Context: an optimization exercise on an open-source flow, tuned for small area. The choices shown serve that exercise and are no tape-out recipe.
Only simulation tests tie the RTL to the original design; equivalence was not proved.
The flow treats the clock pin as an ideal source. Dropping or thinning the clock tree relies on that and would not hold on a real chip.
Power is estimated from default activity; no workload was simulated.

### flow/design.v
module recursive_ma_fir(
	input logic clk, input logic reset_n,
	input  logic signed [15:0] d,
	output logic signed [15:0] q_8tap,
	output logic signed [15:0] q_rma
	);
	localparam int SK = 14;
	localparam int YK = 12;
	logic [15:0] del [6:0];
	logic [15:0] nb7;    
	integer i;
	logic [2:0] st, st_n;
	always_comb
		case (st)
			3'b000:  st_n = 3'b111;
			3'b111:  st_n = 3'b001;
			3'b001:  st_n = 3'b101;
			3'b101:  st_n = 3'b100;
			3'b100:  st_n = 3'b110;
			3'b110:  st_n = 3'b010;
			3'b010:  st_n = 3'b011;
			default: st_n = 3'b011;
		endcase
	always_ff@(posedge clk)
		if (reset_n == 1'b0)
			st <= 3'd0;
		else
			st <= st_n;
	logic m;
	assign m = reset_n & (st == 3'b011);
	logic [15:0] n6;     
	logic [15:0] nb6;    
	assign n6  = ~({16{m}} & del[6]);
	assign nb6 = {~n6[15], n6[14:0]};
	always_ff@(posedge clk) begin
		del[0] <= d;
		for (i = 1; i <= 6; i = i+1)
			del[i] <= del[i-1];
		nb7 <= nb6;
	end
	genvar g;
	logic [SK-1:0]  s_lo;      
	logic [18:SK]   s_hi;      
	logic           s_c;       
	logic [18:0]    s;         
	logic [19:SK] ic;
	assign ic[SK] = s_c;
	generate for (g = SK; g < 18; g = g + 1) begin : s_inc
		rma_ha u (.a(s_hi[g]), .b(ic[g]), .s(s[g]), .co(ic[g+1]));
	end endgenerate
	assign s[18] = s_hi[18] ^ ic[18];
	assign s[SK-1:0] = s_lo;
	logic [15:0] db, nb;
	assign db = {~d[15], d[14:0]};
	assign nb = nb7;
	logic [15:0] ss, sk;
	generate for (g = 0; g < 16; g = g + 1) begin : s_csa
		rma_fa u (.a(s[g]), .b(db[g]), .c(nb[g]), .s(ss[g]), .co(sk[g]));
	end endgenerate
	logic [SK:0]   lc;
	logic [SK-1:0] lo_n;
	assign lo_n[0] = ~ss[0];
	assign lc[1]   = ss[0];
	generate for (g = 1; g < SK; g = g + 1) begin : s_lo_cpa
		rma_fa u (.a(ss[g]), .b(sk[g-1]), .c(lc[g]), .s(lo_n[g]), .co(lc[g+1]));
	end endgenerate
	logic [16:SK]  hc;
	logic [18:SK]  hi_n;
	rma_ha h0 (.a(ss[SK]), .b(sk[SK-1]), .s(hi_n[SK]), .co(hc[SK+1]));
	generate for (g = SK + 1; g < 16; g = g + 1) begin : s_hi_cpa
		rma_fa u (.a(ss[g]), .b(sk[g-1]), .c(hc[g]), .s(hi_n[g]), .co(hc[g+1]));
	end endgenerate
	assign hi_n[18:16] = s[18:16] + {2'b00, sk[15]} + {2'b00, hc[16]} + 3'b111;
	always_ff@(posedge clk)
		if (reset_n == 1'b0) begin
			s_lo <= '0;
			s_hi <= '0;
			s_c  <= 1'b0;
		end else begin
			s_lo <= lo_n;
			s_hi <= hi_n;
			s_c  <= lc[SK];
		end
	assign q_8tap = s[18:3];
	logic [YK-1:0] y_lo;      
	logic [15:YK]  y_hi;      
	logic          y_c;       
	logic [15:0]   y;         
	logic [16:YK] jc;
	assign jc[YK] = y_c;
	generate for (g = YK; g < 15; g = g + 1) begin : y_inc
		rma_ha u (.a(y_hi[g]), .b(jc[g]), .s(y[g]), .co(jc[g+1]));
	end endgenerate
	assign y[15] = y_hi[15] ^ jc[15];
	assign y[YK-1:0] = y_lo;
	logic c1, c2, c3;
	assign c1 = d[0] | n6[0];
	assign c2 = (d[1] & n6[1]) | (d[1] & c1) | (n6[1] & c1);
	assign c3 = (d[2] & n6[2]) | (d[2] & c2) | (n6[2] & c2);
	logic [12:0] ya, yb, ys, yk;
	assign ya = {~d[15], d[14:3]};
	assign yb = nb6[15:3];
	generate for (g = 0; g < 13; g = g + 1) begin : y_csa
		rma_fa u (.a(y[g]), .b(ya[g]), .c(yb[g]), .s(ys[g]), .co(yk[g]));
	end endgenerate
	logic [YK:1]   yc;
	logic [YK-1:0] ylo_n;
	rma_ha y0 (.a(ys[0]), .b(c3), .s(ylo_n[0]), .co(yc[1]));
	generate for (g = 1; g < YK; g = g + 1) begin : y_lo_cpa
		rma_fa u (.a(ys[g]), .b(yk[g-1]), .c(yc[g]), .s(ylo_n[g]), .co(yc[g+1]));
	end endgenerate
	logic [13:YK]  yh;
	logic [15:YK]  yhi_n;
	rma_ha y1 (.a(ys[YK]), .b(yk[YK-1]), .s(yhi_n[YK]), .co(yh[YK+1]));
	generate for (g = YK + 1; g < 13; g = g + 1) begin : y_hi_cpa
		rma_fa u (.a(ys[g]), .b(yk[g-1]), .c(yh[g]), .s(yhi_n[g]), .co(yh[g+1]));
	end endgenerate
	assign yhi_n[15:13] = y[15:13] + {2'b00, yk[12]} + {2'b00, yh[13]} + 3'b111;
	always_ff@(posedge clk)
		if (reset_n == 1'b0) begin
			y_lo <= '0;
			y_hi <= '0;
			y_c  <= 1'b0;
		end else begin
			y_lo <= ylo_n;
			y_hi <= yhi_n;
			y_c  <= yc[YK];
		end
	assign q_rma = y;
endmodule
module rma_fa(input logic a, input logic b, input logic c, output logic s, output logic co);
	assign s  = a ^ b ^ c;
	assign co = (a & b) | (a & c) | (b & c);
endmodule
module rma_ha(input logic a, input logic b, output logic s, output logic co);
	assign s  = a ^ b;
	assign co = a & b;
endmodule
### flow/flow/run.sh
#!/bin/bash
# The standard layout (standard.sh, with the standard synthesis unchanged)
# with three changes:
# * the port buffers are buf_1 instead of the flow's default delay buffer;
# * clock tree synthesis inserts no dummy loads and builds with clkbuf_8;
# * after CTS, flow/clock_trim.tcl merges and downsizes leaf clock buffers
#   while every flip-flop clock pin keeps its slew well under the limit.
# The full make output goes to flow.log in the work folder; ORFS keeps each
# step's own log under orfs/logs.
set -euo pipefail
here=$(pwd)
bash standard.sh \
  "BUFFER_PORTS_ARGS=-buffer_cell sky130_fd_sc_hd__buf_1" \
  "CTS_ARGS=-sink_clustering_enable -repair_clock_nets -dont_use_dummy_load -buf_list sky130_fd_sc_hd__clkbuf_8" \
  "POST_CTS_TCL=$here/flow/clock_trim.tcl" \
  finish > flow.log 2>&1
### flow/flow/clock_trim.tcl
set block [ord::get_db_block]
set max_sinks 24
set slew_limit 0.115
if {[info exists ::env(CLK_MERGE_MAX_SINKS)]} { set max_sinks $::env(CLK_MERGE_MAX_SINKS) }
if {[info exists ::env(CLK_SLEW_LIMIT)]} { set slew_limit $::env(CLK_SLEW_LIMIT) }

proc leaf_sinks {inst} {
  set out {}
  foreach it [[[$inst findITerm X] getNet] getITerms] {
    if {[$it isInputSignal]} { lappend out $it }
  }
  return $out
}
proc sink_centre {sinks} {
  set x 0; set y 0
  foreach it $sinks {
    set b [[$it getInst] getBBox]
    set x [expr {$x + ([$b xMin] + [$b xMax]) / 2}]
    set y [expr {$y + ([$b yMin] + [$b yMax]) / 2}]
  }
  set n [llength $sinks]
  return [list [expr {$x / $n}] [expr {$y / $n}]]
}
proc worst_sink_slew {inst} {
  set w 0
  foreach it [leaf_sinks $inst] {
    set s [get_property [get_pins [[$it getInst] getName]/[[$it getMTerm] getName]] slew_max]
    if {$s > $w} { set w $s }
  }
  return $w
}
proc move_to_centre {inst} {
  lassign [sink_centre [leaf_sinks $inst]] cx cy
  $inst setLocation [expr {int($cx)}] [expr {int($cy)}]
  $inst setPlacementStatus PLACED
}

# leaf buffers: clock buffers that drive flip-flop clock pins
set leaves {}
foreach inst [$block getInsts] {
  if {![string match sky130_fd_sc_hd__clkbuf_* [[$inst getMaster] getName]]} { continue }
  set ff 0
  foreach it [leaf_sinks $inst] { if {[[$it getMTerm] getName] eq "CLK"} { set ff 1 } }
  if {$ff} { lappend leaves $inst }
}
puts "clock trim: [llength $leaves] leaf buffers"
estimate_parasitics -placement

proc current_leaves {block} {
  set out {}
  foreach inst [$block getInsts] {
    if {![string match sky130_fd_sc_hd__clkbuf_* [[$inst getMaster] getName]]} { continue }
    set ff 0
    foreach it [leaf_sinks $inst] { if {[[$it getMTerm] getName] eq "CLK"} { set ff 1 } }
    if {$ff} { lappend out $inst }
  }
  return $out
}

# merge rounds: in each round, candidate pairs are tried nearest first
set merged_any 1
while {$merged_any} {
  set merged_any 0
  set leaves [current_leaves $block]
  # candidate pairs, nearest first
  set pairs {}
  foreach a $leaves {
    lassign [sink_centre [leaf_sinks $a]] ax ay
    foreach b $leaves {
      if {[$a getId] >= [$b getId]} { continue }
      lassign [sink_centre [leaf_sinks $b]] bx by
      lappend pairs [list [expr {abs($ax - $bx) + abs($ay - $by)}] $a $b]
    }
  }
  set pairs [lsort -real -index 0 $pairs]
  set used {}
  foreach p $pairs {
    lassign $p dd a b
    if {[lsearch -exact $used $a] >= 0 || [lsearch -exact $used $b] >= 0} { continue }
    set sa [leaf_sinks $a]
    set sb [leaf_sinks $b]
    if {[llength $sa] + [llength $sb] > $max_sinks} { continue }
    set anet [[$a findITerm X] getNet]
    set bnet [[$b findITerm X] getNet]
    set aloc [$a getLocation]
    foreach it $sb { $it disconnect; $it connect $anet }
    move_to_centre $a
    estimate_parasitics -placement
    set w [worst_sink_slew $a]
    if {$w > $slew_limit} {
      foreach it $sb { $it disconnect; $it connect $bnet }
      $a setLocation [lindex $aloc 0] [lindex $aloc 1]
      estimate_parasitics -placement
      continue
    }
    lappend used $a $b
    set merged_any 1
    set bname [$b getName]
    [$b findITerm A] disconnect
    [$b findITerm X] disconnect
    odb::dbInst_destroy $b
    odb::dbNet_destroy $bnet
    puts "clock trim: merged $bname into [$a getName] ([llength [leaf_sinks $a]] sinks, slew $w)"
  }

}
detailed_placement
estimate_parasitics -placement

foreach inst [$block getInsts] {
  if {![string match sky130_fd_sc_hd__clkbuf_* [[$inst getMaster] getName]]} { continue }
  set ff 0
  foreach it [leaf_sinks $inst] { if {[[$it getMTerm] getName] eq "CLK"} { set ff 1 } }
  if {!$ff} { continue }
  set keep [[$inst getMaster] getName]
  foreach cand {sky130_fd_sc_hd__clkbuf_4 sky130_fd_sc_hd__clkbuf_2} {
    replace_cell [$inst getName] $cand
    estimate_parasitics -placement
    if {[worst_sink_slew $inst] <= $slew_limit} { set keep $cand } else { break }
  }
  replace_cell [$inst getName] $keep
  estimate_parasitics -placement
  puts "clock trim: [$inst getName] $keep [llength [leaf_sinks $inst]] sinks, worst slew [worst_sink_slew $inst]"
}
detailed_placement
estimate_parasitics -placement
### flow/standard.sh
#!/bin/bash
# synth_recipe.tcl (not shown) runs the flow's synth.tcl, then flattens the netlist and writes it again
# the make line also repeats each setting of config.mk as NAME=value (left out here)
make -C /OpenROAD-flow-scripts/flow DESIGN_CONFIG=/design/flow/config.mk WORK_HOME=/design/flow/orfs CLKGATE_MAP_FILE= SYNTH_SCRIPT=/design/flow/synth_recipe.tcl "${@:-finish}"
### flow/config.mk
export PLATFORM = sky130hd
export DESIGN_NAME = recursive_ma_fir
export DESIGN_NICKNAME = recursive_ma_fir
export VERILOG_FILES = /design/flow/design.v
export SDC_FILE = /design/flow/constraint.sdc
export NUM_CORES = 4
export LEC_CHECK = 0
export CAP_MARGIN = 20
export CORE_MARGIN = 2
export CORE_UTILIZATION = 65
export GPL_TIMING_DRIVEN = 0
export PLACE_DENSITY = 0.75
export SLEW_MARGIN = 20
export SYNTH_HIERARCHICAL = 1
export SYNTH_MINIMUM_KEEP_SIZE = 0
### flow/constraint.sdc
create_clock -name core_clock -period 7.0 [get_ports {clk}]
set_input_delay 1.4000 -clock core_clock [delete_from_list [all_inputs] [get_ports {clk}]]
set_output_delay 1.4000 -clock core_clock [all_outputs]
set_load 0.01 [all_outputs]
==> results of run 1 <==
==> logic make-up (layout without fill, tap and decap cells) <==
group | after synthesis | in the layout
flip-flops | 168 | 168
adder cells (fa/ha/maj) | 70 | 70
AND/OR/NAND/NOR | 59 | 59
buffers and inverters | 31 | 94
XOR/XNOR | 6 | 6
AO/OA/AOI/OAI | 5 | 5
==> per-module statistics from Yosys, one instance, submodules excluded <==
module,copies in the design,cells inside,flip-flops and latches
rma_ha,10,1,0
rma_fa,54,1,0
recursive_ma_fir,1,275,168
==> cell usage after synthesis, types with 3 or more instances <==
master    instances  share of area (%)
nor2b_1           6               0.71
dfxtp_1         168                 64
buf_4            16                2.3
fa_1             56                 21
clkbuf_1          4               0.28
inv_1            10               0.71
and2_1           33                3.9
nand2_1          17                1.2
a21boi_0          3               0.43
ha_1             14                3.3
==> worst reg2reg max path: stages, from the launching register on <==
cell and delay, ns:
dfxtp_1 0.32, nand2b_1 0.18, nor2_4 0.17, nand2_1 0.11
fa_1 0.46, ha_1 0.22, fa_1 0.39, fa_1 0.39
fa_1 0.41, fa_1 0.40, fa_1 0.40, fa_1 0.40
fa_1 0.40, fa_1 0.40, fa_1 0.39, fa_1 0.40
fa_1 0.42, and2_1 0.16
==> report_power, final <==
| part | total, W | internal, W | switching (W) |
|---|---|---|---|
| Clock | 0.000397 | 0.000142 | 0.000254 |
| Sequential | 0.00115 | 0.00108 | 0.0000702 |
| Combinational | 0.000751 | 0.000387 | 0.000365 |
==> worst paths after layout <==
check,endpoint,slack [ns]
hold reg to reg,del[2][12],0.30
hold / removal,del[2][12],0.30
setup / recovery,s_lo[13],0.12
setup reg to reg,y_lo[11],0.88
==> through the flow <==
step,util (%),setup WS [ns],total power [W],cells,area (um2)
finish,74.0,0.124,0.00230,504,5780
global route,74.0,0.0241,0.00250,504,5780
detailed placement,71.8,-0.425,0.00193,490,5600
global placement,71.8,-0.396,0.00188,490,5600
floorplan,-,0.00189,0.00171,339,5290
==> flip-flops by register name (all words and copies together) (netlist names) <==
name  flops
del     112
nb7      16
s_c       1
s_hi      5
s_lo     14
st        3
y_c       1
y_hi      4
y_lo     12
==> routing by layer <==
layer	wire length, um	track usage [%]	share of wire [%]
met1	3360	25.9	46
met4	163	9.18	2.2
met5	0	0	0
met3	245	5.86	3.3
met2	3580	30.1	49
==> layout make-up <==
type	instances	share of cell area, %
multi-input combinational	140	30.3
sequential	168	58.2
tap	102	2.21
timing repair buffer	51	3.51
clock buffer	12	2.64
buffer	21	2.53
inverter	10	0.649
==> flow_metrics.env, run 1 <==
export IMPL_async_flop_share_pct=0
export IMPL_ys_ff_latch=168
export IMPL_design_final_nets=492
export IMPL_via_per_inst=4.74
export IMPL_routabilityCongestion=0.741
export IMPL_leakage_nw=2.35
export IMPL_worst_slew_pin_slew_ns=0.475
export IMPL_setup_viol=0
export IMPL_overflow=0
export IMPL_maxCapViolations=0
export IMPL_final_common_cell="dfxtp_1"
export IMPL_die_area_um2=8860
export IMPL_place_hpwl_um=5190
export IMPL_first_pass_iters=4
export IMPL_tns_ns=0
export IMPL_synthesis_nets=427
export IMPL_worstSetupPathType="input pin to flip-flop"
export IMPL_num_vias=2389
export IMPL_hold_slack_ns=0.301
export IMPL_max_slew_margin_pct=68.3
export IMPL_whs_path_depth=0
export IMPL_avgSynthCellArea_um2=15.6
export IMPL_fp_dieW_um=94.2
export IMPL_path_max_fanout=4
export IMPL_cts_clk_slew_worst_paths_ns=0.11
export IMPL_hold_viol=0
export IMPL_crit_slowest_cell="fa_1"
export IMPL_regArea_um2=3360
export IMPL_synth_compound_area_share_pct=0.758
export IMPL_area_delta_synth_final_pct=9.43
export IMPL_ant_nets=0
export IMPL_worstHoldStart="del[1][12]"
export IMPL_insertion_delay_ns=0.39
export IMPL_cp_depth=16
export IMPL_num_antenna_cells=0
export IMPL_critPathRequiredTime_ns=7.30
export IMPL_ys_flop_type="dfxtp_1"
export IMPL_synth_xor_xnor_area_share_pct=1.28
export IMPL_r2r_cells=17
export IMPL_finalClockSkew_ns=0.0292
export IMPL_initial_core_util_pct=67.7
export IMPL_critPathArrivalTime_ns=7.18
export IMPL_dieHeight_um=94.2
export IMPL_drcViolationCount=0
export IMPL_outcome="complete, no violations"
export IMPL_yosysWarnings=8
export IMPL_rows=32
export IMPL_grt_pass1_vias=2668
export IMPL_synth_edf_count=0
export IMPL_mostFrequentLayoutCells="168 x dfxtp_1, 50 x fa_1, 46 x buf_1"
export IMPL_synth_area_um2=5280
export IMPL_io_buffers=49
export IMPL_critical_path_buf_inv_count=1
export IMPL_timing_fmax_ghz=0.145
export IMPL_drt_iter0_markers=54
export IMPL_powerDensity_nw_per_um2=398
export IMPL_totalWireLength_um=7340
export IMPL_muxShareOfSynthArea_pct=0
export IMPL_synth_cells=339
export IMPL_critPathTopFamily="adder cells"
export IMPL_synth_top_family_by_area="adder cells"
export IMPL_path_cells="clkbuf_2, fa_1, fa_2, fa_1, fa_2, fa_1, fa_2, fa_1, fa_1, fa_1, fa_1, fa_2, fa_2, fa_2, fa_1, and2_1"
export IMPL_yosys_area_share_simple_pct=6.28
export IMPL_post_synth_fa_ha_maj_area_fraction_pct=24.5
export IMPL_antenna_found_initial=0
export IMPL_placeableCoreArea_um2=7810
export IMPL_period_share_pct=98.2
export IMPL_num_fill_cells=535
export IMPL_crit_start="d[1]"
export IMPL_path_common_cell="fa_1"
export IMPL_grt_max_degree=22
export IMPL_wl_per_cell_um=14.6
export IMPL_cts_sinks=168
export IMPL_irDropWorstVdd_mv=0.220
export IMPL_ys_types=18
export IMPL_multi_input_area_um2=1750
export IMPL_period_needed_ns=6.88
export IMPL_cpPeakStageDelay_ns=0.50
export IMPL_cp_end_kind="flip-flop"
export IMPL_crit_path_start_kind="input pin"
export IMPL_grt_usage_pct=19.6
export IMPL_grt_pass1_wl_um=12600
export IMPL_drv_slew=0
export IMPL_grt_setup_unrepaired="false"
export IMPL_yosysSeqAreaShare_pct=63.7
export IMPL_r2r_start="st[2]"
export IMPL_top_level_ports=50
export IMPL_hold_class="flip-flop to flip-flop"
export IMPL_drive_above_1_share_pct=10.7
==> run 2: changes to the inputs <==
--- a/flow/config.mk
+++ b/flow/config.mk
@@ -7,9 +7,8 @@
 export LEC_CHECK = 0
 export CAP_MARGIN = 20
 export CORE_MARGIN = 2
-export CORE_UTILIZATION = 65
-export GPL_TIMING_DRIVEN = 0
-export PLACE_DENSITY = 0.75
+export CORE_UTILIZATION = 55
+export PLACE_DENSITY = 0.65
 export SLEW_MARGIN = 20
 export SYNTH_HIERARCHICAL = 1
 export SYNTH_MINIMUM_KEEP_SIZE = 0
==> run 2 against run 1 <==
Net effect: maximum frequency up 0.34%; via count down 4.4%; synthesized cell count unchanged; clock power up 2%; die area up 17%; synthesized area unchanged; first-iteration DRC count up 9.3%; combinational power down 11%; cell count up 2.2%; sequential cell count unchanged; power down 3.2%.
==> flow_metrics.env, run 2 <==
export IMPL_outcome="complete, no violations"
export IMPL_critPathRequiredTime_ns=7.30
export IMPL_die_area_um2=10400
export IMPL_period_share_pct=97.9
export IMPL_async_flop_share_pct=0
export IMPL_cts_clk_slew_worst_paths_ns=0.10
export IMPL_dpl_worst_slack_ns=-0.317
export IMPL_cts_sinks=168
export IMPL_drive_above_1_share_pct=6.74
export IMPL_ys_top_cells_by_count="168 x dfxtp_1, 56 x fa_1, 33 x and2_1, 17 x nand2_1, 16 x buf_4"
export IMPL_grt_pass1_vias=2440
export IMPL_fp_dieW_um=102
export IMPL_grt_usage_pct=15.7
export IMPL_yosysMostFrequentCell="dfxtp_1"
export IMPL_routabilityCongestion=0.795
export IMPL_tns_ns=0
export IMPL_drv_slew=0
export IMPL_cp_end_kind="flip-flop"
export IMPL_insertion_delay_ns=0.41
export IMPL_via_per_inst=4.43
export IMPL_worst_slew_pin_slew_ns=0.350
export IMPL_drt_iter0_markers=59
export IMPL_num_vias=2283
export IMPL_powerDensity_nw_per_um2=391
export IMPL_synthesis_nets=427
export IMPL_max_slew_margin_pct=76.7
export IMPL_largest_registers="del (112), nb7 (16), s_lo (14)"
export IMPL_ant_nets=0
export IMPL_setup_slack_ns=0.147
export IMPL_antenna_found_initial=0
export IMPL_drcViolationCount=0
export IMPL_critPathArrivalTime_ns=7.16
export IMPL_largest_reg_flops=112
export IMPL_hold_viol=0
export IMPL_final_common_cell="dfxtp_1"
export IMPL_path_max_fanout=4
export IMPL_dieHeight_um=102
export IMPL_ys_types=18
export IMPL_grt_pass1_wl_um=11800
export IMPL_overflow=0
export IMPL_yosys_area_top_type_share_pct=63.7
export IMPL_path_cells="buf_1, fa_1, fa_2, fa_1, fa_1, fa_1, fa_1, fa_1, fa_1, fa_1, fa_1, fa_2, fa_2, fa_2, fa_1, and2_1"
export IMPL_rows=35
export IMPL_setup_viol=0
export IMPL_synth_cells=339
export IMPL_synthTopCellsByArea="dfxtp_1 64%, fa_1 21%, and2_1 3.9%, ha_1 3.3%, buf_4 2.3%"
export IMPL_place_hpwl_um=5030
export IMPL_first_pass_iters=4
export IMPL_yosysSeqAreaShare_pct=63.7
export IMPL_design_final_nets=476
export IMPL_area_delta_synth_final_pct=7.84
export IMPL_io_buffers=49
export IMPL_num_antenna_cells=0
export IMPL_path_common_cell="fa_1"
export IMPL_dp_cells=502
export IMPL_ys_ff_latch=168
export IMPL_final_cells=515
export IMPL_maxCapViolations=0
export IMPL_placeableCoreArea_um2=9280
export IMPL_totalWireLength_um=6890
export IMPL_finalClockSkew_ns=0.0344
export IMPL_timing_fmax_ghz=0.146
export IMPL_grt_setup_unrepaired="false"
export IMPL_grt_max_degree=41
export IMPL_period_needed_ns=6.85
export IMPL_ys_flop_type="dfxtp_1"
export IMPL_crit_path_start_kind="input pin"
export IMPL_largest_register="del"
export IMPL_mostFrequentLayoutCells="168 x dfxtp_1, 52 x fa_1, 49 x buf_1"
export IMPL_top_level_ports=50
export IMPL_initial_core_util_pct=56.9
export IMPL_leakage_nw=2.27
export IMPL_crit_slowest_cell="fa_1"
export IMPL_synth_edf_count=0
export IMPL_hold_class="flip-flop to flip-flop"
export IMPL_irDropWorstVdd_mv=0.253
export IMPL_synth_area_um2=5280
export IMPL_wl_per_cell_um=13.4
export IMPL_worstSetupPathType="input pin to flip-flop"
export IMPL_cpPeakStageDelay_ns=0.47
export IMPL_synth_area_leader_cell="dfxtp_1"
export IMPL_yosysWarnings=8
export IMPL_avgSynthCellArea_um2=15.6
==> run 2: layout make-up <==
type,instances,area [um2]
fillers,767,3590
flip-flops and latches,168,3360
multi-input cells,140,1750
repair buffers,55,229
well taps,129,161
clock buffers,13,160
inverters,10,37.5
==> run 2: logic make-up (layout without fill, tap and decap cells) <==
group | count (synthesis) | after routing | synth area share, %
AOI/OAI and AO/OA | 5 | 5 | 0.758
xor gates and xnor gates | 6 | 6 | 1.28
adders and majority gates | 70 | 70 | 24.5
buffers and inverters | 31 | 78 | 3.48
DFF | 168 | 168 | 63.7
and+or+nand+nor | 59 | 59 | 6.28
==> run 2: stage by stage <==
step / cell area [um2] / hold WS (ns) / utilization [%] / total power [W]
finish: 5700 / 0.302 / 61.4 / 0.00223
global route: 5700 / 0.317 / 61.4 / 0.00243
detailed placement: 5540 / 0.312 / 59.6 / 0.00186
global placement: 5540 / 0.311 / 59.6 / 0.00183
floorplan: 5290 / 0.310 / - / 0.00171
==> run 2: metal layers <==
layer,global-route usage [%],vias up,wire length (um)
met5,0,-,0
met4,6.56,0,128
met3,6.22,11,340
met2,23.2,45,3190
met1,20.7,1118,3230
li1,-,1109,-
==> run 2: worst max-delay path, delay by kind of cell <==
kind	cells	cell delay, ns
buf+inv	1	0.17
fa+ha+maj	14	5.43
simple gates	1	0.16
==> run 2: final timing paths <==
kind,startpoint,end,slack [ns],cells after the start
worst min register to register,del[0][1],del[1][1],0.30,0
worst max register to register,st[2],y_lo[11],0.89,17
worst min-delay path,del[0][1],del[1][1],0.30,0
worst max-delay path,d[1],s_lo[13],0.15,16
==> run 2: power breakdown <==
part	leakage, nW	internal (W)	switching [W]
clock network	0.0857	0.000149	0.000257
registers	1.41	0.00108	0.0000718
logic	0.778	0.000329	0.000337
==> run 2: modules after synthesis (local to each module, per instance) <==
module	flops+latches	area [um2]	copies in the design
rma_fa	0	20.0	54
recursive_ma_fir	168	4080	1
rma_ha	0	12.5	10
==> run 3: changes to the inputs <==
--- a/flow/config.mk
+++ b/flow/config.mk
@@ -7,8 +7,8 @@
 export LEC_CHECK = 0
 export CAP_MARGIN = 20
 export CORE_MARGIN = 2
-export CORE_UTILIZATION = 55
-export PLACE_DENSITY = 0.65
+export CORE_UTILIZATION = 72
+export PLACE_DENSITY = 0.85
 export SLEW_MARGIN = 20
 export SYNTH_HIERARCHICAL = 1
 export SYNTH_MINIMUM_KEEP_SIZE = 0
==> run 3 against run 2 <==
Net effect: register-to-register slack gained 0.06 ns; still clean; synthesized cell count unchanged; via count up 1.5%; critical endpoint is now y_lo[11]; highest routed layer unchanged; critical path type unchanged; synthesized area unchanged; largest cell class unchanged.
==> flow_metrics.env, run 3 <==
export IMPL_num_fill_cells=445
export IMPL_yosys_area_top_type_share_pct=63.7
export IMPL_totalWireLength_um=7540
export IMPL_cts_sinks=168
export IMPL_area_delta_synth_final_pct=7.08
export IMPL_cpPeakStageDelay_ns=0.46
export IMPL_first_pass_iters=4
export IMPL_drcViolationCount=0
export IMPL_fp_dieW_um=89.7
export IMPL_initial_core_util_pct=73.6
export IMPL_placeableCoreArea_um2=7180
export IMPL_grt_max_degree=41
export IMPL_rows=31
export IMPL_routabilityCongestion=0.770
export IMPL_worstSetupPathType="input pin to flip-flop"
export IMPL_final_common_cell="dfxtp_1"
export IMPL_ys_types=18
export IMPL_grt_pass1_wl_um=12100
export IMPL_dieHeight_um=89.7
export IMPL_power_switching_w=0.000695
export IMPL_grt_pass1_vias=2547
export IMPL_mostFrequentLayoutCells="168 x dfxtp_1, 49 x fa_1, 48 x buf_1"
export IMPL_crit_path_start_kind="input pin"
export IMPL_antenna_found_initial=0
export IMPL_num_vias=2317
export IMPL_rrSetupSlack_ns=0.95
export IMPL_irDropWorstVdd_mv=0.200
export IMPL_synthTopCellsByArea="dfxtp_1 64%, fa_1 21%, and2_1 3.9%, ha_1 3.3%, buf_4 2.3%"
export IMPL_multi_input_area_um2=1760
export IMPL_drt_iter0_markers=51
export IMPL_r2r_start="st[0]"
export IMPL_die_area_um2=8040
export IMPL_avgSynthCellArea_um2=15.6
export IMPL_synth_cells=339
export IMPL_path_cells="buf_1, nand2_2, nor2_4, nand2_1, fa_1, ha_1, fa_1, fa_1, fa_1, fa_1, fa_1, fa_1, fa_1, fa_1, fa_1, fa_2, fa_1, and2_1"
export IMPL_endpoint="y_lo[11]"
export IMPL_yosysSeqAreaShare_pct=63.7
export IMPL_dpl_worst_slack_ns=-0.342
export IMPL_synth_area_leader_cell="dfxtp_1"
export IMPL_outcome="complete, no violations"
export IMPL_p_total_w=0.00226
export IMPL_powerDensity_nw_per_um2=399
export IMPL_ys_top_cells_by_count="168 x dfxtp_1, 56 x fa_1, 33 x and2_1, 17 x nand2_1, 16 x buf_4"
export IMPL_ys_ff_latch=168
export IMPL_crit_slowest_cell="fa_1"
export IMPL_intPower_w=0.00156
export IMPL_r2r_cells=17
export IMPL_period_needed_ns=6.80
export IMPL_critPathArrivalTime_ns=7.11
export IMPL_maxCapViolations=0
export IMPL_swShare_pct=30.8
export IMPL_dp_cells=471
export IMPL_ys_flop_type="dfxtp_1"
export IMPL_async_flop_share_pct=0
export IMPL_finalClockSkew_ns=0.0278
export IMPL_path_common_cell="fa_1"
export IMPL_leakage_nw=2.27
export IMPL_tns_ns=0
export IMPL_largest_registers="del (112), nb7 (16), s_lo (14)"
export IMPL_io_buffers=49
export IMPL_hold_class="flip-flop to flip-flop"
export IMPL_max_slew_margin_pct=76.6
export IMPL_final_cells=484
export IMPL_synth_area_um2=5280
export IMPL_path_max_fanout=4
export IMPL_cp_end_kind="flip-flop"
export IMPL_critPathRequiredTime_ns=7.31
export IMPL_p_seq_share_pct=51.3
export IMPL_largest_reg_flops=112
export IMPL_yosysWarnings=8
export IMPL_synth_edf_count=0
export IMPL_grt_usage_pct=21.5
export IMPL_crit_start="reset_n"
export IMPL_insertion_delay_ns=0.41
export IMPL_design_final_nets=475
export IMPL_synthesis_nets=427
export IMPL_timing_rr_end="y_lo[11]"
export IMPL_setup_viol=0
export IMPL_timing_fmax_ghz=0.147
export IMPL_wl_per_cell_um=15.6
export IMPL_place_hpwl_um=5550
export IMPL_num_antenna_cells=0
export IMPL_overflow=0
export IMPL_setup_slack_ns=0.199
export IMPL_drv_slew=0
export IMPL_p_clk_share_pct=17.5
export IMPL_cts_clk_slew_worst_paths_ns=0.11
export IMPL_top_level_ports=50
export IMPL_via_per_inst=4.79
export IMPL_period_share_pct=97.2
export IMPL_drive_above_1_share_pct=7.79
export IMPL_regArea_um2=3360
export IMPL_power_share_combinational_pct=31.2
export IMPL_worst_slew_pin_slew_ns=0.351
export IMPL_ant_nets=0
export IMPL_largest_register="del"
export IMPL_hold_viol=0
export IMPL_yosysMostFrequentCell="dfxtp_1"
run 3: layout make-up:
class,instances,area share [%]
Clock buffer,12,2.59
Sequential cell,168,59.5
Tap cell,99,2.19
Timing Repair Buffer,55,4.07
Inverter,10,0.664
Multi-Input combinational cell,140,31.0
run 3: Yosys stat by module (local to each module, per instance):
module	times used	flops+latches	cells inside	cell area, um2
rma_ha	10	0	1	12.5
recursive_ma_fir	1	168	275	4080
rma_fa	54	0	1	20.0
run 3: worst min path at each step:
| stage | from | slack, ns | depth (start not counted) | end |
|---|---|---|---|---|
| 2_1_floorplan | del[0][0] | 0.31 | 0 | del[1][0] |
| 3_3_place_gp | del[0][13] | 0.31 | 0 | del[1][13] |
| 3_5_place_dp | del[1][9] | 0.31 | 0 | del[2][9] |
| 5_1_grt | del[5][9] | 0.31 | 0 | del[6][9] |
| 6_report | del[5][5] | 0.31 | 0 | del[6][5] |
run 3: metal layers:
metal  GRT usage [%]  part of all wire [%]
met1            27.4                    43
met4            9.36                   2.0
met2            35.9                    52
met5               0                     0
met3            4.57                   2.9
run 3: power by group through the flow:
stage / combinational (W) / clock, W / sequential [W]
floorplan: 0.000539 / 0 / 0.00117
global placement: 0.000639 / 0 / 0.00118
detailed placement: 0.000714 / 0 / 0.00118
global route: 0.000835 / 0.000435 / 0.00117
finish: 0.000705 / 0.000395 / 0.00116
run 3: worst max-delay path: cells and delay by family:
kind | cells | cell delay [ns]
adder cells (fa/ha/maj) | 13 | 5.02
buffers and inverters | 1 | 0.15
AND/OR/NAND/NOR | 4 | 0.52
run 3: stage by stage:
step / utilization [%] / instance area (um2) / hold slack [ns]
after floorplan: - / 5290 / 0.310
after global routing: 78.8 / 5660 / 0.314
final: 78.8 / 5660 / 0.314
after global placement: 76.5 / 5490 / 0.310
after detailed placement: 76.5 / 5490 / 0.312
run 3: cell families after synthesis:
family	share of synthesized area [%]
xor+xnor	1.28
buf+inv	3.48
flops	63.7
simple gates	6.28
compound gates	0.758
fa+ha+maj	24.5
==> run 4: changes to the inputs <==
--- a/flow/flow/clock_trim.tcl
+++ b/flow/flow/clock_trim.tcl
@@ -1,6 +1,6 @@
 set block [ord::get_db_block]
 set max_sinks 24
-set slew_limit 0.115
+set slew_limit 0.118
 if {[info exists ::env(CLK_MERGE_MAX_SINKS)]} { set max_sinks $::env(CLK_MERGE_MAX_SINKS) }
 if {[info exists ::env(CLK_SLEW_LIMIT)]} { set slew_limit $::env(CLK_SLEW_LIMIT) }
 
--- a/flow/config.mk
+++ b/flow/config.mk
@@ -7,8 +7,8 @@
 export LEC_CHECK = 0
 export CAP_MARGIN = 20
 export CORE_MARGIN = 2
-export CORE_UTILIZATION = 72
-export PLACE_DENSITY = 0.85
+export CORE_UTILIZATION = 65
+export PLACE_DENSITY = 0.75
 export SLEW_MARGIN = 20
 export SYNTH_HIERARCHICAL = 1
 export SYNTH_MINIMUM_KEEP_SIZE = 0
==> run 4 against run 3 <==
Net effect: still clean on timing, DRC and antenna; cell area is 0.29% lower; cell count rose by 0.41%; core utilization is 6.6 points lower; register-to-register slack worse by 0.02 ns; largest power group unchanged; sequential cell count did not move.
==> flow_metrics.env, run 4 <==
export IMPL_maxCapViolations=0
export IMPL_first_pass_iters=4
export IMPL_met3_usage_pct=7.22
export IMPL_critPathRequiredTime_ns=7.28
export IMPL_critPathTopFamily="adder cells"
export IMPL_routabilityCongestion=0.729
export IMPL_r2r_start="s_lo[1]"
export IMPL_io_buffers=49
export IMPL_num_antenna_cells=0
export IMPL_busiest_layer="met2"
export IMPL_hold_viol=0
export IMPL_grt_pass1_vias=2527
export IMPL_cp_end_kind="flip-flop"
export IMPL_largest_reg_flops=112
export IMPL_path_max_fanout=4
export IMPL_whs_path_depth=0
export IMPL_leakage_nw=2.26
export IMPL_grt_setup_unrepaired="false"
export IMPL_r2r_cells=15
export IMPL_synth_area_leader_cell="dfxtp_1"
export IMPL_cp_depth=16
export IMPL_die_area_um2=8860
export IMPL_totalWireLength_um=6890
export IMPL_via_per_inst=4.67
export IMPL_setup_viol=0
export IMPL_fp_dieW_um=94.2
export IMPL_ys_types=18
export IMPL_path_common_cell="fa_1"
export IMPL_largest_registers="del (112), nb7 (16), s_lo (14)"
export IMPL_mostFrequentLayoutCells="168 x dfxtp_1, 51 x fa_1, 47 x buf_1"
export IMPL_async_flop_share_pct=0
export IMPL_synth_edf_count=0
export IMPL_cts_clk_slew_worst_paths_ns=0.11
export IMPL_synthesis_nets=427
export IMPL_ant_nets=0
export IMPL_met1_usage_pct=24.6
export IMPL_num_fill_cells=541
export IMPL_yosysMostFrequentCell="dfxtp_1"
export IMPL_max_slew_margin_pct=76.1
export IMPL_area_delta_synth_final_pct=6.77
export IMPL_path_cells="clkbuf_2, fa_1, fa_2, fa_1, fa_1, fa_2, fa_1, fa_1, fa_1, fa_1, fa_1, fa_2, fa_2, fa_2, fa_1, and2_1"
export IMPL_crit_path_start_kind="input pin"
export IMPL_largest_register="del"
export IMPL_powerDensity_nw_per_um2=391
export IMPL_design_final_nets=474
export IMPL_antenna_found_initial=0
export IMPL_drt_iter0_markers=54
export IMPL_timing_fmax_ghz=0.147
export IMPL_cts_sinks=168
export IMPL_placeableCoreArea_um2=7810
export IMPL_period_share_pct=97.1
export IMPL_use_met2_pct=28.3
export IMPL_final_common_cell="dfxtp_1"
export IMPL_grt_max_degree=41
export IMPL_dieHeight_um=94.2
export IMPL_yosysWarnings=8
export IMPL_rrSetupSlack_ns=0.93
export IMPL_avgSynthCellArea_um2=15.6
export IMPL_irDropWorstVdd_mv=0.227
export IMPL_dpl_worst_slack_ns=-0.326
export IMPL_top_level_ports=50
export IMPL_initial_core_util_pct=67.7
export IMPL_critPathArrivalTime_ns=7.07
export IMPL_endpoint="s_lo[13]"
export IMPL_num_vias=2269
export IMPL_timing_rr_end="s_lo[13]"
export IMPL_crit_slowest_cell="fa_1"
export IMPL_ys_flop_type="dfxtp_1"
export IMPL_worstSetupPathType="input pin to flip-flop"
export IMPL_outcome="complete, no violations"
export IMPL_wl_per_cell_um=14.2
export IMPL_overflow=0
export IMPL_cpPeakStageDelay_ns=0.48
export IMPL_setup_slack_ns=0.205
export IMPL_grt_usage_pct=18.5
export IMPL_critical_path_buf_inv_count=1
export IMPL_ys_ff_latch=168
export IMPL_worst_slew_pin_slew_ns=0.359
export IMPL_place_hpwl_um=5160
export IMPL_synth_cells=339
export IMPL_drv_slew=0
export IMPL_hold_class="flip-flop to flip-flop"
export IMPL_synthTopCellsByArea="dfxtp_1 64%, fa_1 21%, and2_1 3.9%, ha_1 3.3%, buf_4 2.3%"
export IMPL_drive_above_1_share_pct=7.03
export IMPL_yosys_area_top_type_share_pct=63.7
export IMPL_yosysSeqAreaShare_pct=63.7
export IMPL_period_needed_ns=6.79
export IMPL_finalClockSkew_ns=0.0323
export IMPL_rows=32
export IMPL_crit_start="d[1]"
export IMPL_ys_top_cells_by_count="168 x dfxtp_1, 56 x fa_1, 33 x and2_1, 17 x nand2_1, 16 x buf_4"
export IMPL_grt_pass1_wl_um=11900
export IMPL_drcViolationCount=0
export IMPL_insertion_delay_ns=0.40
export IMPL_synth_area_um2=5280
export IMPL_hold_slack_ns=0.307
[run 4: cell counts after synthesis]
No cell type changed its count.
[run 4: modules after synthesis, one instance, submodules excluded]
module / area, um2 / cells / flip-flops and latches
rma_ha: 12.5 / 1 / 0
recursive_ma_fir: 4080 / 275 / 168
rma_fa: 20.0 / 1 / 0
[run 4: logic make-up (layout without fill, tap and decap cells)]
| kind of cell | count (synthesis) | after routing | synth area share [%] |
|---|---|---|---|
| fa+ha+maj | 70 | 70 | 24.5 |
| simple gates | 59 | 59 | 6.28 |
| buf+inv | 31 | 76 | 3.48 |
| compound gates | 5 | 5 | 0.758 |
| xor+xnor | 6 | 6 | 1.28 |
| flops | 168 | 168 | 63.7 |
[run 4: where the power goes]
| group | total [W] | internal [W] | switching (W) | leakage [nW] |
|---|---|---|---|---|
| logic | 0.000664 | 0.000328 | 0.000336 | 0.779 |
| clock network | 0.000384 | 0.000130 | 0.000254 | 0.0759 |
| registers | 0.00116 | 0.00108 | 0.0000748 | 1.41 |
| total | 0.00221 | 0.00154 | 0.000664 | 2.26 |
[run 4: stage by stage]
stage	util (%)	std cells	instance area, um2	power, W	setup TNS (ns)
6_report	72.2	486	5640	0.00221	0
5_1_grt	72.2	486	5640	0.00240	0
3_5_place_dp	70.4	474	5500	0.00186	-0.948
3_3_place_gp	70.4	474	5500	0.00182	-0.549
2_1_floorplan	-	339	5290	0.00171	0
[run 4: area by class of cell]
class	count	area, um2	area share (%)
multi-input cells	140	1750	31.0
well taps	102	128	2.26
repair buffers	54	224	3.97
clock buffers	12	140	2.48
inverters	10	37.5	0.665
flip-flops and latches	168	3360	59.6
[run 4: how the worst min path moves through the flow]
stage,slack [ns],from,to
after floorplan,0.31,del[0][0],del[1][0]
after global placement,0.31,del[2][14],del[3][14]
after detailed placement,0.31,del[0][13],del[1][13]
after global routing,0.32,del[4][9],del[5][9]
final,0.31,del[5][10],del[6][10]
[run 4: layer usage]
metal,vias up,part of all wire [%]
met1,1126,46
met3,6,4.3
li1,1100,-
met4,0,0.99
met5,-,0
met2,37,48
==> run 5: changes to the inputs <==
--- a/flow/flow/clock_trim.tcl
+++ b/flow/flow/clock_trim.tcl
@@ -1,6 +1,6 @@
 set block [ord::get_db_block]
 set max_sinks 24
-set slew_limit 0.118
+set slew_limit 0.115
 if {[info exists ::env(CLK_MERGE_MAX_SINKS)]} { set max_sinks $::env(CLK_MERGE_MAX_SINKS) }
 if {[info exists ::env(CLK_SLEW_LIMIT)]} { set slew_limit $::env(CLK_SLEW_LIMIT) }
 
--- a/flow/config.mk
+++ b/flow/config.mk
@@ -12,3 +12,4 @@
 export SLEW_MARGIN = 20
 export SYNTH_HIERARCHICAL = 1
 export SYNTH_MINIMUM_KEEP_SIZE = 0
+export TNS_END_PERCENT = 0
==> run 5 against run 4 <==
Net effect: still clean on timing, DRC and antenna; maximum frequency barely moved; global-route usage fell by 0.088 points; sequential share of layout area barely moved; clock-buffer cell count rose by 1; worst setup slack got worse by 0.0051 ns; sequential power barely moved; register-to-register slack barely moved; sequential cell count did not move; synthesized area did not move; cell count rose by 0.21%; clock skew fell by 0.00097 ns; via count rose by 0.75%; largest cell class unchanged; highest routed layer unchanged.
==> flow_metrics.env, run 5 <==
export IMPL_irDropWorstVdd_mv=0.228
export IMPL_drv_slew=0
export IMPL_io_buffers=49
export IMPL_first_pass_iters=4
export IMPL_routabilityCongestion=0.729
export IMPL_synthesis_nets=427
export IMPL_critPathArrivalTime_ns=7.08
export IMPL_wl_per_cell_um=14.1
export IMPL_critPathRequiredTime_ns=7.28
export IMPL_dieHeight_um=94.2
export IMPL_grt_setup_unrepaired="false"
export IMPL_dpl_worst_slack_ns=-0.326
export IMPL_period_share_pct=97.1
export IMPL_endpoint="s_lo[13]"
export IMPL_r2r_cells=15
export IMPL_synth_area_um2=5280
export IMPL_area_delta_synth_final_pct=6.80
export IMPL_maxCapViolations=0
export IMPL_die_area_um2=8860
export IMPL_totalWireLength_um=6890
export IMPL_power_share_combinational_pct=30.1
export IMPL_yosysWarnings=8
export IMPL_worst_slew_pin_slew_ns=0.355
export IMPL_overflow=0
export IMPL_antenna_found_initial=0
export IMPL_insertion_delay_ns=0.40
export IMPL_cp_end_kind="flip-flop"
export IMPL_top_level_ports=50
export IMPL_outcome="complete, no violations"
export IMPL_setup_slack_ns=0.200
export IMPL_fp_dieW_um=94.2
export IMPL_synthTopCellsByArea="dfxtp_1 64%, fa_1 21%, and2_1 3.9%, ha_1 3.3%, buf_4 2.3%"
export IMPL_ys_ff_latch=168
export IMPL_largest_reg_flops=112
export IMPL_crit_start="d[1]"
export IMPL_hold_class="flip-flop to flip-flop"
export IMPL_grt_pass1_wl_um=11900
export IMPL_hold_viol=0
export IMPL_worstSetupPathType="input pin to flip-flop"
export IMPL_grt_pass1_vias=2549
export IMPL_timing_fmax_ghz=0.147
export IMPL_num_vias=2286
export IMPL_intPower_w=0.00154
export IMPL_mostFrequentLayoutCells="168 x dfxtp_1, 51 x fa_1, 47 x buf_1"
export IMPL_hold_slack_ns=0.307
export IMPL_crit_path_start_kind="input pin"
export IMPL_ys_top_cells_by_count="168 x dfxtp_1, 56 x fa_1, 33 x and2_1, 17 x nand2_1, 16 x buf_4"
export IMPL_grt_usage_pct=18.4
export IMPL_design_final_nets=475
export IMPL_period_needed_ns=6.80
export IMPL_place_hpwl_um=5160
export IMPL_avgSynthCellArea_um2=15.6
export IMPL_yosys_area_top_type_share_pct=63.7
export IMPL_num_antenna_cells=0
export IMPL_grt_max_degree=41
export IMPL_ys_types=18
export IMPL_rrSetupSlack_ns=0.93
export IMPL_synth_edf_count=0
export IMPL_p_clk_share_pct=17.4
export IMPL_synth_cells=339
export IMPL_placeableCoreArea_um2=7810
export IMPL_drcViolationCount=0
export IMPL_via_per_inst=4.69
export IMPL_largest_registers="del (112), nb7 (16), s_lo (14)"
export IMPL_async_flop_share_pct=0
export IMPL_p_seq_share_pct=52.5
export IMPL_ant_nets=0
export IMPL_cts_clk_slew_worst_paths_ns=0.11
export IMPL_final_common_cell="dfxtp_1"
export IMPL_num_fill_cells=540
export IMPL_finalClockSkew_ns=0.0314
export IMPL_rows=32
export IMPL_yosysMostFrequentCell="dfxtp_1"
export IMPL_setup_viol=0
export IMPL_yosysSeqAreaShare_pct=63.7
export IMPL_largest_register="del"
export IMPL_timing_rr_end="s_lo[13]"
export IMPL_drive_above_1_share_pct=7.27
export IMPL_leakage_nw=2.27
export IMPL_r2r_start="s_lo[1]"
export IMPL_ys_flop_type="dfxtp_1"
export IMPL_powerDensity_nw_per_um2=391
export IMPL_power_switching_w=0.000665
export IMPL_initial_core_util_pct=67.7
export IMPL_drt_iter0_markers=57
export IMPL_synth_area_leader_cell="dfxtp_1"
export IMPL_max_slew_margin_pct=76.3
export IMPL_swShare_pct=30.1
export IMPL_cts_sinks=168
export IMPL_path_max_fanout=4
## run 5: cell counts after synthesis
No cell type changed its count.
## run 5: critical path, cell delays in order
cell      delay [ns]
clkbuf_2        0.11
fa_1            0.48
fa_2            0.41
fa_1            0.38
fa_1            0.39
fa_2            0.35
fa_1            0.38
fa_1            0.39
fa_1            0.39
fa_1            0.38
fa_1            0.39
fa_2            0.35
fa_2            0.34
fa_2            0.34
fa_1            0.43
and2_1          0.16
## run 5: cells by family after synthesis
family	count (synthesis)	synth area share, %
fa+ha+maj	70	24.5
buf+inv	31	3.48
compound gates	5	0.758
flops	168	63.7
simple gates	59	6.28
xor+xnor	6	1.28
## run 5: power by group through the flow
stage / Sequential, W / Clock (W) / Combinational, W
global route: 0.00118 / 0.000425 / 0.000802
floorplan: 0.00117 / 0 / 0.000539
detailed placement: 0.00118 / 0 / 0.000681
finish: 0.00116 / 0.000384 / 0.000665
global placement: 0.00118 / 0 / 0.000643
## run 5: cell type report
type                            instances  area, um2  share of cell area, %
Multi-Input combinational cell        140       1750                   31.0
Tap cell                              102        128                   2.26
Inverter                               10       37.5                  0.665
Clock buffer                           13        141                   2.51
Timing Repair Buffer                   54        224                   3.97
Sequential cell                       168       3360                   59.6
## run 5: how the worst min path moves through the flow
| stage | to | cells past startpoint | from |
|---|---|---|---|
| 5_1_grt | del[5][9] | 0 | del[4][9] |
| 2_1_floorplan | del[1][0] | 0 | del[0][0] |
| 6_report | del[6][10] | 0 | del[5][10] |
| 3_5_place_dp | del[1][13] | 0 | del[0][13] |
| 3_3_place_gp | del[3][14] | 0 | del[2][14] |
## run 5: per-stage QoR
stage	utilization, %	cell area [um2]	setup TNS (ns)	std cells	total power, W
after floorplan	-	5290	0	339	0.00171
after global placement	70.4	5500	-0.549	474	0.00182
final	72.3	5640	0	487	0.00221
after detailed placement	70.4	5500	-0.948	474	0.00186
after global routing	72.3	5640	0	487	0.00240
## run 5: modules after synthesis, one instance, submodules excluded
module,cells,times used,cell area (um2),flip-flops and latches
rma_fa,1,54,20.0,0
rma_ha,1,10,12.5,0
recursive_ma_fir,275,1,4080,168
## run 5: metal layers
| layer | vias to the layer above | wire length, um | GRT usage, % | share of wire (%) |
|---|---|---|---|---|
| li1 | 1103 | - | - | - |
| met1 | 1138 | 3170 | 24.6 | 46 |
| met2 | 36 | 3350 | 28.4 | 49 |
| met3 | 9 | 283 | 6.26 | 4.1 |
| met4 | 0 | 74 | 6.28 | 1.1 |
| met5 | - | 0 | 0 | 0 |
==> run 6: changes to the inputs <==
--- a/flow/config.mk
+++ b/flow/config.mk
@@ -5,11 +5,10 @@
 export SDC_FILE = /design/flow/constraint.sdc
 export NUM_CORES = 4
 export LEC_CHECK = 0
-export CAP_MARGIN = 20
+export CAP_MARGIN = 10
 export CORE_MARGIN = 2
 export CORE_UTILIZATION = 65
 export PLACE_DENSITY = 0.75
-export SLEW_MARGIN = 20
+export SLEW_MARGIN = 10
 export SYNTH_HIERARCHICAL = 1
 export SYNTH_MINIMUM_KEEP_SIZE = 0
-export TNS_END_PERCENT = 0
==> run 6 against run 5 <==
Net effect: still clean on timing, DRC and antenna; highest routed layer unchanged; clock skew unchanged; combinational power about the same; synthesized cell count unchanged.
==> flow_metrics.env, run 6 <==
export IMPL_outcome="complete, no violations"
export IMPL_overflow=0
export IMPL_path_max_fanout=4
export IMPL_final_common_cell="dfxtp_1"
export IMPL_totalWireLength_um=6890
export IMPL_grt_setup_unrepaired="false"
export IMPL_num_vias=2286
export IMPL_largest_registers="del (112), nb7 (16), s_lo (14)"
export IMPL_mostFrequentLayoutCells="168 x dfxtp_1, 51 x fa_1, 47 x buf_1"
export IMPL_worst_slew_pin_slew_ns=0.355
export IMPL_rows=32
export IMPL_synthesis_nets=427
export IMPL_synth_area_leader_cell="dfxtp_1"
export IMPL_largest_register="del"
export IMPL_fp_dieW_um=94.2
export IMPL_design_final_nets=475
export IMPL_irDropWorstVdd_mv=0.228
export IMPL_drcViolationCount=0
export IMPL_period_share_pct=97.1
export IMPL_path_cells="clkbuf_2, fa_1, fa_2, fa_1, fa_1, fa_2, fa_1, fa_1, fa_1, fa_1, fa_1, fa_2, fa_2, fa_2, fa_1, and2_1"
export IMPL_crit_path_start_kind="input pin"
export IMPL_r2r_cells=15
export IMPL_drive_above_1_share_pct=7.27
export IMPL_area_delta_synth_final_pct=6.80
export IMPL_whs_path_depth=0
export IMPL_max_slew_margin_pct=76.3
export IMPL_num_antenna_cells=0
export IMPL_hold_class="flip-flop to flip-flop"
export IMPL_rrSetupSlack_ns=0.93
export IMPL_crit_slowest_cell="fa_1"
export IMPL_hold_slack_ns=0.307
export IMPL_finalClockSkew_ns=0.0314
export IMPL_via_per_inst=4.69
export IMPL_timing_fmax_ghz=0.147
export IMPL_yosysWarnings=8
export IMPL_worstSetupPathType="input pin to flip-flop"
export IMPL_initial_core_util_pct=67.7
export IMPL_synthTopCellsByArea="dfxtp_1 64%, fa_1 21%, and2_1 3.9%, ha_1 3.3%, buf_4 2.3%"
export IMPL_fin_util_pct=72.3
export IMPL_cts_sinks=168
export IMPL_path_common_cell="fa_1"
export IMPL_grt_pass1_wl_um=11900
export IMPL_routabilityCongestion=0.729
export IMPL_critPathRequiredTime_ns=7.28
export IMPL_first_pass_iters=4
export IMPL_hold_end="del[6][10]"
export IMPL_ys_top_cells_by_count="168 x dfxtp_1, 56 x fa_1, 33 x and2_1, 17 x nand2_1, 16 x buf_4"
export IMPL_setup_viol=0
export IMPL_io_buffers=49
export IMPL_async_flop_share_pct=0
export IMPL_wl_per_cell_um=14.1
export IMPL_grt_max_degree=41
export IMPL_place_hpwl_um=5160
export IMPL_antenna_found_initial=0
export IMPL_ys_ff_latch=168
export IMPL_yosysMostFrequentCell="dfxtp_1"
export IMPL_regArea_um2=3360
export IMPL_cp_end_kind="flip-flop"
export IMPL_critPathArrivalTime_ns=7.08
export IMPL_grt_pass1_vias=2549
export IMPL_hold_viol=0
export IMPL_avgSynthCellArea_um2=15.6
export IMPL_ys_types=18
export IMPL_ys_flop_type="dfxtp_1"
export IMPL_r2r_start="s_lo[1]"
export IMPL_insertion_delay_ns=0.40
export IMPL_largest_reg_flops=112
export IMPL_drv_slew=0
export IMPL_synth_cells=339
export IMPL_yosys_area_top_type_share_pct=63.7
export IMPL_cpPeakStageDelay_ns=0.48
export IMPL_leakage_nw=2.27
export IMPL_period_needed_ns=6.80
export IMPL_worstHoldStart="del[5][10]"
export IMPL_placeableCoreArea_um2=7810
export IMPL_die_area_um2=8860
export IMPL_ant_nets=0
export IMPL_powerDensity_nw_per_um2=391
export IMPL_dieHeight_um=94.2
export IMPL_grt_usage_pct=18.4
export IMPL_synth_area_um2=5280
export IMPL_yosysSeqAreaShare_pct=63.7
export IMPL_drt_iter0_markers=57
export IMPL_maxCapViolations=0
export IMPL_timing_rr_end="s_lo[13]"
export IMPL_top_level_ports=50
export IMPL_num_fill_cells=540
export IMPL_synth_edf_count=0
export IMPL_multi_input_area_um2=1750
export IMPL_cts_clk_slew_worst_paths_ns=0.11
export IMPL_p_total_w=0.00221
-- run 6: cell counts after synthesis --
Identical to the previous run, type by type.
-- run 6: layer usage --
layer	wire length [um]	vias up	track usage [%]
li1	-	1103	-
met1	3170	1138	24.6
met3	283	9	6.26
met2	3350	36	28.4
met4	74	0	6.28
met5	0	-	0
-- run 6: kinds of logic (layout without fill, tap and decap cells) --
family	Yosys count	in the layout	synth area share, %
AO/OA/AOI/OAI	5	5	0.758
XOR/XNOR	6	6	1.28
AND/OR/NAND/NOR	59	59	6.28
buffers and inverters	31	77	3.48
adder cells (fa/ha/maj)	70	70	24.5
flip-flops	168	168	63.7
-- run 6: worst max-delay path by stage --
stage                     start  endpoint
after floorplan            d[1]  s_lo[13]
after global placement     d[1]  s_lo[13]
after detailed placement   d[1]  s_lo[13]
after global routing       d[1]  s_lo[13]
final                      d[1]  s_lo[13]
-- run 6: where the power goes --
part / total [W] / leakage [nW] / internal, W / switching (W)
clock: 0.000384 / 0.0779 / 0.000131 / 0.000253
combinational: 0.000665 / 0.779 / 0.000328 / 0.000336
sequential: 0.00116 / 1.41 / 0.00108 / 0.0000751
-- run 6: layout make-up --
| type | instances | area share [%] |
|---|---|---|
| clock buffer | 13 | 2.51 |
| timing repair buffer | 54 | 3.97 |
| tap | 102 | 2.26 |
| inverter | 10 | 0.665 |
| sequential | 168 | 59.6 |
| multi-input combinational | 140 | 31.0 |
-- run 6: critical path: cells and delay by family --
family | cells | cell delay [ns]
fa+ha+maj | 14 | 5.40
simple gates | 1 | 0.16
buf+inv | 1 | 0.11
-- run 6: per-module statistics from Yosys (local to each module, per instance) --
| module | times used | flip-flops and latches | cells inside |
|---|---|---|---|
| rma_fa | 54 | 0 | 1 |
| rma_ha | 10 | 0 | 1 |
| recursive_ma_fir | 1 | 168 | 275 |
-- run 6: per-stage QoR --
step	cells	TNS [ns]	cell area [um2]	worst slack, ns
after floorplan	339	0	5290	0.00189
after global placement	474	-0.549	5500	-0.239
after detailed placement	474	-0.948	5500	-0.326
after global routing	487	0	5640	0.0315
final	487	0	5640	0.200
==> run 7: changes to the inputs <==
--- a/flow/flow/run.sh
+++ b/flow/flow/run.sh
@@ -13,4 +13,5 @@
   "BUFFER_PORTS_ARGS=-buffer_cell sky130_fd_sc_hd__buf_1" \
   "CTS_ARGS=-sink_clustering_enable -repair_clock_nets -dont_use_dummy_load -buf_list sky130_fd_sc_hd__clkbuf_8" \
   "POST_CTS_TCL=$here/flow/clock_trim.tcl" \
+  "GPL_KEEP_OVERFLOW=0" \
   finish > flow.log 2>&1
--- a/flow/config.mk
+++ b/flow/config.mk
@@ -5,10 +5,10 @@
 export SDC_FILE = /design/flow/constraint.sdc
 export NUM_CORES = 4
 export LEC_CHECK = 0
-export CAP_MARGIN = 10
+export CAP_MARGIN = 20
 export CORE_MARGIN = 2
 export CORE_UTILIZATION = 65
 export PLACE_DENSITY = 0.75
-export SLEW_MARGIN = 10
+export SLEW_MARGIN = 20
 export SYNTH_HIERARCHICAL = 1
 export SYNTH_MINIMUM_KEEP_SIZE = 0
==> run 7 against run 6 <==
Net effect: maximum frequency shrank 0.56%; synthesized cell count did not move; global-route usage grew 0.56 points; clock skew shrank 0.0076 ns; sequential share of layout area shrank 0.30 points; clock power grew 1%; critical path depth unchanged; critical path type unchanged; largest power group unchanged; highest routed layer unchanged.
==> flow_metrics.env, run 7 <==
export IMPL_mostFrequentLayoutCells="168 x dfxtp_1, 50 x fa_1, 47 x buf_1"
export IMPL_critical_path_buf_inv_count=1
export IMPL_irDropWorstVdd_mv=0.233
export IMPL_busiest_layer="met2"
export IMPL_critPathRequiredTime_ns=7.29
export IMPL_cp_end_kind="flip-flop"
export IMPL_largest_reg_flops=112
export IMPL_muxShareOfSynthArea_pct=0
export IMPL_ys_types=18
export IMPL_synthesis_nets=427
export IMPL_routabilityCongestion=0.719
export IMPL_drcViolationCount=0
export IMPL_num_fill_cells=545
export IMPL_path_cells="clkbuf_2, fa_1, fa_2, fa_1, fa_1, fa_1, fa_1, fa_1, fa_1, fa_1, fa_1, fa_2, fa_2, fa_2, fa_1, and2_1"
export IMPL_path_common_cell="fa_1"
export IMPL_async_flop_share_pct=0
export IMPL_final_cells=485
export IMPL_synth_area_leader_cell="dfxtp_1"
export IMPL_ys_ff_latch=168
export IMPL_antenna_found_initial=0
export IMPL_critPathTopFamily="adder cells"
export IMPL_grt_max_degree=42
export IMPL_die_area_um2=8860
export IMPL_synth_area_um2=5280
export IMPL_synthTopCellsByArea="dfxtp_1 64%, fa_1 21%, and2_1 3.9%, ha_1 3.3%, buf_4 2.3%"
export IMPL_grt_pass1_wl_um=12200
export IMPL_initial_core_util_pct=67.7
export IMPL_drv_slew=0
export IMPL_wl_per_cell_um=14.4
export IMPL_area_delta_synth_final_pct=7.34
export IMPL_path_max_fanout=4
export IMPL_ant_nets=0
export IMPL_totalWireLength_um=6970
export IMPL_num_antenna_cells=0
export IMPL_crit_slowest_cell="fa_1"
export IMPL_io_buffers=49
export IMPL_dieHeight_um=94.2
export IMPL_period_share_pct=97.7
export IMPL_final_common_cell="dfxtp_1"
export IMPL_cts_clk_slew_worst_paths_ns=0.11
export IMPL_dp_cells=469
export IMPL_fp_dieW_um=94.2
export IMPL_synth_xor_xnor_area_share_pct=1.28
export IMPL_top_level_ports=50
export IMPL_finalClockSkew_ns=0.0238
export IMPL_grt_setup_unrepaired="false"
export IMPL_first_pass_iters=4
export IMPL_worst_slew_pin_slew_ns=0.269
export IMPL_yosysWarnings=8
export IMPL_cpPeakStageDelay_ns=0.48
export IMPL_crit_path_start_kind="input pin"
export IMPL_powerDensity_nw_per_um2=392
export IMPL_yosysSeqAreaShare_pct=63.7
export IMPL_overflow=0
export IMPL_via_per_inst=4.69
export IMPL_insertion_delay_ns=0.39
export IMPL_drive_above_1_share_pct=7.05
export IMPL_yosys_area_share_simple_pct=6.28
export IMPL_synth_cells=339
export IMPL_design_final_nets=473
export IMPL_use_met2_pct=30.0
export IMPL_met3_usage_pct=5.86
export IMPL_synth_edf_count=0
export IMPL_ys_flop_type="dfxtp_1"
export IMPL_max_slew_margin_pct=82.1
export IMPL_post_synth_fa_ha_maj_area_fraction_pct=24.5
export IMPL_yosys_area_top_type_share_pct=63.7
export IMPL_place_hpwl_um=5080
export IMPL_met1_usage_pct=25.6
export IMPL_yosysMostFrequentCell="dfxtp_1"
export IMPL_critPathArrivalTime_ns=7.13
export IMPL_synth_compound_area_share_pct=0.758
export IMPL_outcome="complete, no violations"
export IMPL_drt_iter0_markers=53
export IMPL_hold_viol=0
export IMPL_largest_registers="del (112), nb7 (16), s_lo (14)"
export IMPL_rows=32
export IMPL_maxCapViolations=0
export IMPL_worstSetupPathType="input pin to flip-flop"
export IMPL_period_needed_ns=6.84
export IMPL_cts_sinks=168
export IMPL_ys_top_cells_by_count="168 x dfxtp_1, 56 x fa_1, 33 x and2_1, 17 x nand2_1, 16 x buf_4"
export IMPL_avgSynthCellArea_um2=15.6
export IMPL_num_vias=2276
export IMPL_synth_top_family_by_area="adder cells"
export IMPL_placeableCoreArea_um2=7810
export IMPL_leakage_nw=2.27
export IMPL_setup_viol=0
export IMPL_grt_pass1_vias=2461
export IMPL_timing_fmax_ghz=0.146
export IMPL_hold_slack_ns=0.309
export IMPL_largest_register="del"
export IMPL_grt_usage_pct=18.9
export IMPL_hold_class="flip-flop to flip-flop"
==> run 7: cell counts after synthesis <==
No cell type changed its count.
==> run 7: logic make-up after synthesis <==
logic type      Yosys count
flops                   168
fa+ha+maj                70
simple gates             59
buf+inv                  31
xor+xnor                  6
compound gates            5
==> run 7: modules after synthesis (local to each module, per instance) <==
module | cells inside | flip-flops and latches | area, um2
rma_fa | 1 | 0 | 20.0
recursive_ma_fir | 275 | 168 | 4080
rma_ha | 1 | 0 | 12.5
==> run 7: cell type report <==
cell class                 instances  area [um2]  area share, %
timing repair buffer              54         246           4.35
multi-input combinational        140        1750           30.9
sequential                       168        3360           59.3
tap                              102         128           2.25
inverter                          10        37.5          0.662
clock buffer                      11         145           2.56
==> run 7: worst paths after layout <==
path / to / slack (ns) / startpoint / cells after the start
setup reg to reg: s_lo[13] / 0.94 / nb7[1] / 15
hold / removal: del[4][5] / 0.31 / del[3][5] / 0
hold reg to reg: del[4][5] / 0.31 / del[3][5] / 0
setup / recovery: s_lo[13] / 0.16 / d[1] / 16
==> run 7: routing by layer <==
layer	wire, um	share of wire (%)	vias to the layer above
met5	0	0	-
li1	-	-	1100
met3	262	3.8	7
met2	3430	49	38
met1	3200	46	1131
met4	72	1.0	0
==> run 7: per-stage QoR <==
stage	power, W	setup WS [ns]	setup TNS (ns)	area [um2]	utilization, %
6_report	0.00222	0.162	0	5670	72.6
5_1_grt	0.00244	0.00893	0	5670	72.6
3_5_place_dp	0.00187	-1.10	-3.70	5460	69.9
3_3_place_gp	0.00182	-1.62	-6.22	5460	69.9
2_1_floorplan	0.00171	0.00189	0	5290	-
==> run 7: where the power goes <==
group | leakage [nW] | total, W | switching [W] | internal [W]
sequential | 1.41 | 0.00116 | 0.0000748 | 0.00108
clock | 0.0765 | 0.000388 | 0.000252 | 0.000136
combinational | 0.789 | 0.000678 | 0.000343 | 0.000335

afterwards: timing with drivers on the ports:
In the flow no input, the clock included, has a driving cell. The finished layouts below were timed again as built, in two steps. Step 1: set_driving_cell puts a clkbuf_16 on clk and a buf_2 on each other input, an assumption about the parent block. Step 2 also shifts input and output timing later by t, the mid clock arrival at the registers, as if the neighbouring blocks saw the same clock. Slacks: ideal ports / drivers / drivers and shift; pairs: ideal ports / drivers.
| run | t (ns) | setup slack, ns | worst data-port slew with drivers (ns) | pins driven straight from the clock port |
|---|---|---|---|---|
| run 1 | 0.414 | 0.124 / 0.129 / -0.285 | 0.04 | 1 |
| run 2 | 0.422 | 0.147 / 0.156 / -0.266 | 0.03 | 1 |
| run 3 | 0.422 | 0.199 / 0.207 / -0.215 | 0.03 | 1 |
| run 4 | 0.416 | 0.205 / 0.215 / -0.202 | 0.04 | 1 |
| run 5 | 0.413 | 0.200 / 0.210 / -0.203 | 0.03 | 1 |
| run 6 | 0.413 | 0.200 / 0.210 / -0.203 | 0.03 | 1 |
| run 7 | 0.409 | 0.162 / 0.172 / -0.237 | 0.09 | 1 |
With both steps, setup timing fails in every run listed, where it was met with ideal ports. For run 3, which loses most, drivers alone change the setup slack by +0.008 ns; drivers and shift together by -0.414 ns.
